Source: an optimization exercise on an open RTL-to-GDS flow (aim: small area, a short achievable clock period and few clock cycles per item). Production flows keep margins and buffers that such runs may drop.
In this exercise RTL edits were held to simulation tests only and were not proved equivalent to the original.

==> flow/design.v (outline; a module is shown in full before it is edited, if it fits) <==
// module float64_mul: 3082 lines
module float64_mul (
    input         ap_clk,
    input         ap_rst,
    input         ap_start,
    output        ap_done,
    output        ap_idle,
    output        ap_ready,
    input  [63:0] a,
    input  [63:0] b,
    output [63:0] ap_return
);
  // ...
==> flow/flow/run.sh <==
#!/bin/bash
set -euo pipefail
MARGIN=${MARGIN:-5.2}
sed "s/SETUP_SLACK_MARGIN=[0-9.]*/SETUP_SLACK_MARGIN=$MARGIN/" standard.sh > my_standard.sh
grep -q "SETUP_SLACK_MARGIN=$MARGIN" my_standard.sh
bash my_standard.sh > layout.log 2>&1
==> flow/standard.sh <==
#!/bin/bash
# synth_recipe.tcl (not shown) runs the flow's synth.tcl, then flattens the netlist and writes it again
# the make line also repeats each setting of config.mk as NAME=value (left out here)
make -C /OpenROAD-flow-scripts/flow DESIGN_CONFIG=/design/flow/config.mk WORK_HOME=/design/flow/orfs CLKGATE_MAP_FILE= SYNTH_SCRIPT=/design/flow/synth_recipe.tcl "${@:-finish}"
==> flow/config.mk <==
export PLATFORM = sky130hd
export DESIGN_NAME = float64_mul
export DESIGN_NICKNAME = float64_mul
export VERILOG_FILES = /design/flow/design.v
export SDC_FILE = /design/flow/constraint.sdc
export NUM_CORES = 4
export LEC_CHECK = 0
export CAP_MARGIN = 20
export CORE_MARGIN = 2
export CORE_UTILIZATION = 75
export CTS_BUF_LIST = sky130_fd_sc_hd__clkbuf_4 sky130_fd_sc_hd__clkbuf_8
export SETUP_SLACK_MARGIN = 5
export SLEW_MARGIN = 20
==> flow/constraint.sdc <==
create_clock -name core_clock -period 10.0 [get_ports {ap_clk}]
set_input_delay 2.0000 -clock core_clock [delete_from_list [all_inputs] [get_ports {ap_clk}]]
set_output_delay 2.0000 -clock core_clock [all_outputs]
set_load 0.01 [all_outputs]
==> flow_metrics.env, run 1 <==
export IMPL_grt_use_total_pct=57.5
export IMPL_final_common_cell="fa_1"
export IMPL_cts_tree="yes"
export IMPL_hold_viol=0
export IMPL_reg2regPathDepth=9
export IMPL_synth_top_area_share_pct=24.1
export IMPL_pin_count=198
export IMPL_min_period_ns=4.86
export IMPL_wire_per_inst_um=29.4
export IMPL_synth_cell_types=83
export IMPL_largest_cell_class="multi-input gates"
export IMPL_ys_ff_latch=267
export IMPL_seq_area_um2=5590
export IMPL_slew_viol_final=0
export IMPL_seq_area_frac_synth_pct=12.6
export IMPL_fill_cells=3755
export IMPL_clock_area_share_pct=2.27
export IMPL_dp_hpwl_um=119000
export IMPL_grt_busiest_layer="met2"
export IMPL_cts_resized=36
export IMPL_synthSimpleGateAreaFrac_pct=12.7
export IMPL_synthMuxAreaShare_pct=1.70
export IMPL_largest_register_ff_count=55
export IMPL_buffers=336
export IMPL_grt_pass1_wl_um=261000
export IMPL_multi_input_area_share_pct=74.1
export IMPL_status="complete, no violations"
export IMPL_cpLargestDelayFamily="adder cells"
export IMPL_critPathCapture="C[4]"
export IMPL_placedCellCount=5807
Testbench counts, summed over its fixed seeds: cycles 12,564, items 2,048.
==> run 2: changes to the inputs <==
--- a/flow/config.mk
+++ b/flow/config.mk
@@ -9,3 +9,3 @@
 export CORE_MARGIN = 2
-export CORE_UTILIZATION = 75
+export CORE_UTILIZATION = 60
 export CTS_BUF_LIST = sky130_fd_sc_hd__clkbuf_4 sky130_fd_sc_hd__clkbuf_8
==> flow_metrics.env, run 2 <==
export IMPL_synth_top_area_share_pct=24.1
export IMPL_netlist_area_um2=43900
export IMPL_crit_fanout=38
export IMPL_pin_count=198
export IMPL_design_area_um2=47800
export IMPL_die_height_um=274
export IMPL_worstSetupPathType="flop to flop"
export IMPL_synth_cell_types=83
export IMPL_endpoint_kind="flop"
export IMPL_drive_above_1_share_pct=7.08
export IMPL_largest_register_ff_count=55
export IMPL_coreArea_um2=72700
export IMPL_slew_headroom_pct=25.0
export IMPL_rows=99
export IMPL_die_area_um2=75300
export IMPL_place_gp_congestion=1.02
export IMPL_grt_overflow_total=0
export IMPL_worst_slew_pin_slew_ns=1.11
export IMPL_cp_slowest_cell="dfxtp_2"
export IMPL_clkSinkCount=267
export IMPL_syn2layout_area_growth_pct=8.92
export IMPL_start_util_pct=60.3
export IMPL_drv_cap=0
export IMPL_drt_iter0_drc=5493
export IMPL_wire_per_inst_um=28.6
export IMPL_cp_cell_sequence="buf_6 -> a22oi_1 -> xor2_1 -> fa_1 -> fa_1 -> fa_1 -> fa_1 -> fa_1 -> nor2_1 -> a31oi_1 -> nor2_1"
export IMPL_top_regs="S: 55 flops, C: 53 flops, ar: 53 flops"
export IMPL_grt_use_total_pct=45.8
export IMPL_clock_latency_ns=0.69
export IMPL_synth_ff_type="dfxtp_1"
export IMPL_cts_tree="yes"
export IMPL_grt_max_degree=75
export IMPL_seq_area_frac_synth_pct=12.6
export IMPL_final_core_util_pct=65.7
export IMPL_ys_warn_count=1
export IMPL_rsz0062_at_grt="true"
export IMPL_async_reset_ff_share_pct=0
export IMPL_dp_hpwl_um=125000
export IMPL_syn_area_per_cell_um2=8.40
export IMPL_yosys_area_top_type="fa_1"
export IMPL_antenna_found_initial=2
export IMPL_die_x_um=274
export IMPL_cts_path_max_buffers=3
export IMPL_synthCells=5224
export IMPL_worstPathArrival_ns=5.33
export IMPL_startpoint_type="flop"
export IMPL_ys_ff_latch=267
export IMPL_critPathMaxStageDelay_ns=0.75
export IMPL_dpl_instance_area_um2=46000
export IMPL_clock_fmax_ghz=0.210
export IMPL_slew_viol_final=0
export IMPL_min_period_ns=4.75
export IMPL_final_common_cell="fa_1"
export IMPL_first_global_vias=40189
export IMPL_numCtsBuffers=52
export IMPL_status="complete, no violations"
export IMPL_tns_ns=0
export IMPL_clock_skew_ns=0.0391
export IMPL_drc=0
export IMPL_num_vias=41316
export IMPL_finalCritPeriodShare_pct=47.5
export IMPL_vias_per_cell=6.74
export IMPL_synth_most_common_cell="fa_1"
export IMPL_dr_pass1_iters=8
export IMPL_crit_top_cell="fa_1"
export IMPL_synthTopCellsByArea="fa_1 24%, dfxtp_1 11%, xnor2_1 9.0%"
export IMPL_grt_pass1_wl_um=257000
export IMPL_crit_required_ns=10.58
export IMPL_drt_wl_total_um=175000
export IMPL_finalSetupViolCount=0
export IMPL_synth_nets=6088
export IMPL_worstHoldPathType="flop to flop"
export IMPL_ant_nets=0
export IMPL_cts_root_buf="clkbuf_8"
export IMPL_path_clk_slew_ns=0.07
export IMPL_largest_register="S"
export IMPL_htreeDepth=2
export IMPL_hold_viol=0
export IMPL_io_buffer_count=197
export IMPL_synth_commonest_cells="528 x fa_1, 484 x nor2_1, 476 x a22oi_1, 452 x xnor2_1, 381 x inv_1"
export IMPL_diodes=0
export IMPL_synth_edf_count=19
export IMPL_final_cell_mix="527 x fa_1, 480 x nor2_1, 476 x a22oi_1, 450 x xnor2_1, 380 x inv_1"
export IMPL_nets=5990
==> run 2: cell counts after synthesis <==
No cell type changed its count.
==> run 2: what timing repair did <==
| action | 4_1_cts | 5_1_grt |
|---|---|---|
| hold buffers | 0 | 0 |
| setup buffers | 16 | 6 |
| pin swaps | 7 | 7 |
| gates cloned | 4 | 1 |
| setup endpoints to repair | 143 | 141 |
| gates resized for setup | 32 | 46 |
==> run 2: worst max-delay path: cells and delay by family, from the launching register on <==
kind | cells | cell delay (ns)
compound gates | 2 | 0.24
xor+xnor | 1 | 0.21
fa+ha+maj | 5 | 2.52
buf+inv | 1 | 0.43
flops | 1 | 0.75
simple gates | 2 | 0.41
==> run 2: layout make-up <==
type,count,area [µm²]
multi-input cells,4077,35100
clock buffers,86,1060
inverters,386,1450
clock inverters,10,166
flip-flops and latches,267,5590
fillers,6342,24900
well taps,959,1200
repair buffers,342,3200
==> run 2: metal layers <==
layer	GRT usage (%)	vias to the layer above	part of all wire, %
li1	-	17502	-
met1	56.5	20125	36
met2	71.6	2920	45
met3	10.1	765	11
met4	31.5	4	8.0
met5	0	-	0.017
==> run 2: cell families (layout without fill, tap and decap cells) <==
| family | after synthesis | in the layout | synth area share (%) |
|---|---|---|---|
| muxes | 74 | 74 | 1.70 |
| xor gates and xnor gates | 791 | 791 | 15.8 |
| AOI/OAI and AO/OA | 1234 | 1234 | 19.2 |
| DFF | 267 | 267 | 12.6 |
| adders and majority gates | 733 | 733 | 30.0 |
| and+or+nand+nor | 1242 | 1245 | 12.7 |
| buffers and inverters | 883 | 824 | 8.06 |
==> run 2: path summary, 6_finish.rpt <==
kind	startpoint	endpoint	slack, ns	cells after the start
hold / removal	sign	OUT[11]	0.48	2
setup / recovery	bo[2]	S[29]	5.25	11
hold reg to reg	sign	OUT[11]	0.48	2
setup reg to reg	bo[2]	S[29]	5.25	11
==> run 2: stage by stage <==
| step | cells | worst slack (ns) | hold WS, ns |
|---|---|---|---|
| after detailed placement | 6004 | 4.39 | 0.467 |
| final | 6127 | 5.25 | 0.484 |
| after global placement | 6004 | 4.44 | 0.460 |
| after CTS | 6120 | 5.15 | 0.476 |
| after global routing | 6127 | 5.13 | 0.494 |
| after floorplan | 5224 | 5.44 | 0.426 |

==> separate check: timing with driven ports <==
Ports are ideal in the flow. The routed layouts listed here were re-timed in OpenROAD. Step 1, drivers: a clkbuf_16 drives ap_clk and a buf_2 each remaining input, both assumed. Step 2, shift: input delay + t, output delay - t, t = (earliest + latest rising clock arrival at the registers) / 2. This alone moves slack from input paths to output paths. a / b / c = ideal ports / drivers / drivers and shift; a / b = the first two.
| run | shift t [ns] | slack for setup (ns) | clock arrival spread, ns | worst register clock-pin slew, ns | worst slew at a driven data input, ns |
|---|---|---|---|---|---|
| run 1 | 0.742 | 5.143 / 5.143 / 4.794 | 0.069 / 0.070 | 0.08 / 0.08 | 0.05 |
| run 2 | 0.736 | 5.249 / 5.249 / 4.861 | 0.040 / 0.040 | 0.08 / 0.08 | 0.04 |
After both steps setup and hold are still met in every run listed. For run 2, which loses most, drivers alone change the setup slack by 0.000 ns; drivers and shift together by -0.388 ns.
